From an optimization exercise on the open Yosys and OpenROAD flow, aimed at small area, a short achievable clock period and few clock cycles; shortcuts taken in it are not production practice. Where RTL was checked, it was by simulation tests only, not by an equivalence proof against the original.

Design Single_Reduction, start of the top module:
module Single_Reduction(sum,page_rank,out_deg,clk,reset,start,new_sum,done);
input [31:0] sum;
input [31:0] page_rank;
input [31:0] out_deg;
input clk;
input reset;
input start;
output reg [31:0] new_sum;
output reg [0:0] done;
localparam S_IDLE = 2'd0, S_ALIGN = 2'd1, S_ITER = 2'd2;
reg [1:0] state;
reg [31:0] rem;      
reg [31:0] dvs;      
reg [3:0] cnt;       
wire [31:0] dvs_aligned;
wire [3:0] digits;
wire [2:0] ge;
wire [31:0] rem_next;
wire [31:0] acc_next;
div_align al(rem, dvs, dvs_aligned, digits);
div_step st(rem, dvs, ge, rem_next);
acc_digit ac(new_sum, cnt, ge[0], ge[1], ge[2], acc_next);
always @(posedge clk, negedge reset)
begin
	if (!reset)
	begin
		state <= S_IDLE;
		done <= 1'b0;
	end
	else
	begin
		done <= 1'b0;
		case (state)
		S_IDLE: if (start) state <= S_ALIGN;
		S_ALIGN: state <= S_ITER;
		S_ITER: if (cnt == 4'd0)
		begin
			state <= S_IDLE;
			done <= 1'b1;
		end
		default: state <= S_IDLE;
		endcase
	end
end
always @(posedge clk)
begin
	case (state)
	S_IDLE:
	begin
		rem <= page_rank;
		dvs <= out_deg;
		new_sum <= sum;
	end
	S_ALIGN:
	begin
		dvs <= dvs_aligned;
		cnt <= digits;
	end
	default:
	begin
		rem <= rem_next;
		dvs <= {2'b00, dvs[31:2]};
		new_sum <= acc_next;
		cnt <= cnt - 4'd1;
	end
	endcase
end
endmodule
Size in the first run: ~100 flip-flops, about 130 I/O pins.
Settings: LEC_CHECK=0, ABC_AREA=1, CAP_MARGIN=20, CORE_MARGIN=2, CORE_UTILIZATION=40, SLEW_MARGIN=20; clock period 15.0 ns.
standard.sh (not shown) runs the stock make flow with config.mk's settings and CLKGATE_MAP_FILE= SYNTH_SCRIPT=/design/flow/synth_recipe.tcl, a recipe that flattens the netlist after the stock synthesis.
==> flow/flow/run.sh <==
#!/bin/bash
# Layout flow: the standard flow (standard.sh), with the standard synthesis unchanged, and two
# changes to the layout steps:
#  - the port buffers are sky130_fd_sc_hd__buf_1 (the default pick is a slow delay buffer);
#  - repair_timing works to a setup slack margin, so that it sizes and buffers the critical
#    paths although the 15 ns clock leaves them slack. The SDC and clock period are unchanged.
# Each step's full output goes to a log of its own here; ORFS keeps per-stage logs under orfs/logs.
set -uo pipefail
MARGIN=10.4
bash standard.sh synth > synth.log 2>&1 || exit 1
bash standard.sh BUFFER_PORTS_ARGS="-buffer_cell sky130_fd_sc_hd__buf_1" SETUP_SLACK_MARGIN=$MARGIN finish > layout.log 2>&1 || exit 1
The baseline ran to the end with no violations.
Then changed:
--- a/flow/flow/run.sh
+++ b/flow/flow/run.sh
@@ -9 +9 @@
-MARGIN=10.4
+MARGIN=10.6
Fmax came out higher by 0.37%.
Wire length came out higher by 1.3%.
Final area came out higher by 1.9%.
Sequential share of layout area came out lower by 0.33 points.
Utilization came out higher by 0.86 points.
Worst setup slack is better by 16 ps.
Via count came out higher by 0.55%.
Function was not checked in any run of this note: the RTL went through the layout flow alone.


Setup of job 8935:
The RTL this note starts from:
==> flow/design.v <==
module msb_pos(x, pos);
input [31:0] x;
output reg [4:0] pos;
integer i;
always @(*)
begin
	pos = 5'd0;
	for (i = 0; i < 32; i = i + 1)
		if (x[i]) pos = i;
end
endmodule
module div_align(rem, dvs, dvs_aligned, digits);
input [31:0] rem, dvs;
output [31:0] dvs_aligned;
output [3:0] digits;         
wire [4:0] msb_r, msb_d;
msb_pos pr(rem, msb_r);
msb_pos pd(dvs, msb_d);
wire [4:0] shift = (msb_r > msb_d) ? (msb_r - msb_d) : 5'd0;
assign dvs_aligned = dvs << {shift[4:1], 1'b0};
assign digits = shift[4:1];
endmodule
module div_step(rem, dvs, ge, rem_next);
input [31:0] rem, dvs;
output [2:0] ge;                     
wire [1:0] digit;
output [31:0] rem_next;
wire [33:0] b1 = {2'b00, dvs};
wire [33:0] b2 = {1'b0, dvs, 1'b0};
wire [34:0] d1 = {3'b000, rem} - {1'b0, b1};
wire [34:0] d2 = {3'b000, rem} - {1'b0, b2};
wire [34:0] ca = {3'b000, rem};
wire [34:0] cb = ~{1'b0, b1};
wire [34:0] cc = ~{1'b0, b2};
wire [34:0] cs_s = ca ^ cb ^ cc;
wire [34:0] cs_c = (ca & cb) | (ca & cc) | (cb & cc);
wire [35:0] d3w = {cs_s, 1'b1} + {cs_c[33:0], 1'b1, 1'b1};
wire [34:0] d3 = d3w[35:1];
wire ge1 = ~d1[34];
wire ge2 = ~d2[34];
wire ge3 = ~d3[34];
assign digit = ge3 ? 2'd3 : ge2 ? 2'd2 : ge1 ? 2'd1 : 2'd0;
assign ge = {ge3, ge2, ge1};
assign rem_next = ge3 ? d3[31:0] : ge2 ? d2[31:0] : ge1 ? d1[31:0] : rem;
endmodule
module acc_digit(acc, pos, ge1, ge2, ge3, acc_next);
input [31:0] acc;
input [3:0] pos;
input ge1, ge2, ge3;
output [31:0] acc_next;
wire [15:0] at = 16'd1 << pos;      
reg [15:0] above;                   
reg [15:0] run;                     
integer k;
always @(*)
begin
	above[0] = 1'b0;
	for (k = 1; k < 16; k = k + 1)
		above[k] = above[k-1] | at[k-1];
	run[0] = 1'b1;
	for (k = 1; k < 16; k = k + 1)
		run[k] = run[k-1] & (~above[k-1] | (acc[2*k-1] & acc[2*k-2]));
end
wire [1:0] pair = acc[2*pos +: 2];
wire cout = (ge1 & pair[1] & pair[0]) | (ge2 & pair[1]) | (ge3 & (pair[1] | pair[0]));
wire odd = ge1 & ~ge2 | ge3;
wire lo = pair[0] ? ~odd : odd;
wire hi_flip = ge2 ? ~(odd & pair[0]) : (odd & pair[0]);
wire hi = pair[1] ? ~hi_flip : hi_flip;
genvar g;
generate
	for (g = 0; g < 16; g = g + 1)
	begin : grp
		wire c = cout & run[g] & above[g];
		assign acc_next[2*g]   = at[g] ? lo : (c ? ~acc[2*g] : acc[2*g]);
		assign acc_next[2*g+1] = at[g] ? hi : ((c & acc[2*g]) ? ~acc[2*g+1] : acc[2*g+1]);
	end
endgenerate
endmodule
module Single_Reduction(sum,page_rank,out_deg,clk,reset,start,new_sum,done);
input [31:0] sum;
input [31:0] page_rank;
input [31:0] out_deg;
input clk;
input reset;
input start;
output reg [31:0] new_sum;
output reg [0:0] done;
localparam S_IDLE = 2'd0, S_ALIGN = 2'd1, S_ITER = 2'd2;
reg [1:0] state;
reg [31:0] rem;      
reg [31:0] dvs;      
reg [3:0] cnt;       
wire [31:0] dvs_aligned;
wire [3:0] digits;
wire [2:0] ge;
wire [31:0] rem_next;
wire [31:0] acc_next;
div_align al(rem, dvs, dvs_aligned, digits);
div_step st(rem, dvs, ge, rem_next);
acc_digit ac(new_sum, cnt, ge[0], ge[1], ge[2], acc_next);
always @(posedge clk, negedge reset)
begin
	if (!reset)
	begin
		state <= S_IDLE;
		done <= 1'b0;
	end
	else
	begin
		done <= 1'b0;
		case (state)
		S_IDLE: if (start) state <= S_ALIGN;
		S_ALIGN: state <= S_ITER;
		S_ITER: if (cnt == 4'd0)
		begin
			state <= S_IDLE;
			done <= 1'b1;
		end
		default: state <= S_IDLE;
		endcase
	end
end
always @(posedge clk)
begin
	case (state)
	S_IDLE:
	begin
		rem <= page_rank;
		dvs <= out_deg;
		new_sum <= sum;
	end
	S_ALIGN:
	begin
		dvs <= dvs_aligned;
		cnt <= digits;
	end
	default:
	begin
		rem <= rem_next;
		dvs <= {2'b00, dvs[31:2]};
		new_sum <= acc_next;
		cnt <= cnt - 4'd1;
	end
	endcase
end
endmodule
export LEC_CHECK = 0
export ABC_AREA = 1
export CAP_MARGIN = 20
export CORE_MARGIN = 2
export CORE_UTILIZATION = 65
export SLEW_MARGIN = 20
create_clock -name core_clock -period 15.0 [get_ports {clk}]
==> flow/flow/run.sh <==
#!/bin/bash
# Layout flow: the standard flow (standard.sh), with the standard synthesis unchanged, and two
# changes to the layout steps:
#  - the port buffers are sky130_fd_sc_hd__buf_2 (the default pick is a slow delay buffer);
#  - repair_timing works to a setup slack margin, so that it sizes and buffers the critical
#    paths although the 15 ns clock leaves them slack. The SDC and clock period are unchanged.
# Each step's full output goes to a log of its own here; ORFS keeps per-stage logs under orfs/logs.
set -uo pipefail
MARGIN=10
bash standard.sh synth > synth.log 2>&1 || exit 1
bash standard.sh BUFFER_PORTS_ARGS="-buffer_cell sky130_fd_sc_hd__buf_2" SETUP_SLACK_MARGIN=$MARGIN finish > layout.log 2>&1 || exit 1
Testbench counts of job 8935, summed over its fixed seeds: cycles 12,771.
Here is what was changed in the inputs of job 7094 compared with job 8935.
- CORE_UTILIZATION now 40, was 65
-- flow/flow/run.sh --
<<< job 8935, line 9
MARGIN=10
>>> job 7094, line 9
MARGIN=11
--- outcome ---
Per the comparison of job 7094 with job 8935, worst slew slack as a fraction of its limit now sits lower, proportion of cell area spent on the clock network shows a reduction of 0.50 points.
In the metrics for job 7094 and job 8935, the one carrying the lower post-cts repair resize count is job 8935.
Diff job 7094 and job 8935: count of clock-buffer cells in the layout higher in job 8935
Min clock latency reported for the late side of the worst-skew pair across job 7094 and job 8935: job 8935
Edits applied to the flow inputs when going from job 7094 to job 9970:
-- flow/flow/run.sh --
<<< job 7094, line 9
MARGIN=11
>>> job 9970, line 9
MARGIN=10
[summary]
- Against job 7094 as the reference, job 9970 delivers a lower length of routed wiring on met1.
- Of the two candidates, job 7094 has the better shortest clock period the worst path allows after layout and job 9970 the worse one.
- Job 7094 -> job 9970: number of nets in the layout decreased by a few percent
- Compared job 9970 against job 7094; clock insertion delay at the later pin of the skew report within noise.
- The number of signal-net buffers in the layout in job 9970 is 0.56 times that in job 7094.
- Of job 9970 and job 7094, job 7094 shows the higher post-route worst setup slack, with job 9970 below it.
- Compared with job 7094, in job 9970 routed wire length per instance saw a decrease; number of global-route vias before repair -877.
> inputs changed (job 9970 -> job 5693)
- ABC_AREA no longer set, was 1
Results
- Changes observed in job 5693 relative to job 9970: area after synthesis shows an increase of 270 sq um, global-route wire length before repair went up about 3.8%.
- Looking at commonest non-fill, non-tap cell in the layout, the a21oi_1 result is from job 5693; the nand2_1 one comes from job 9970.

-- separate check: timing with driven ports --
The results above use ideal ports. As a check the final layouts listed here were re-extracted and re-timed, cells and wires unchanged. Step 1 sets driving cells, clkbuf_16 on the clock port and buf_2 on the other inputs (assumed; they add their load-dependent delay and slew). Step 2 also shifts input and output timing later by t, the mid clock arrival at the registers, as if the neighbouring blocks saw the same clock. Slacks: no drivers / after step 1 / after step 2; pairs: no drivers / after step 1.
run | t, ns | slack for setup (ns) | worst setup path at the end | worst data-port slew with drivers (ns)
the first run of note 1 | 0.447 | 10.654 / 10.654 / 10.654 | register to register | 0.06
the second run of note 1 | 0.447 | 10.670 / 10.670 / 10.670 | register to register | 0.06
job 8935 | 0.416 | 10.239 / 10.239 / 10.239 | register to register | 0.06
job 7094 | 0.442 | 10.624 / 10.624 / 10.624 | register to register | 0.05
job 9970 | 0.434 | 10.298 / 10.298 / 10.298 | register to register | 0.05
job 5693 | 0.442 | 10.244 / 10.244 / 10.244 | register to register | 0.09
After both steps every run listed still meets setup and hold.
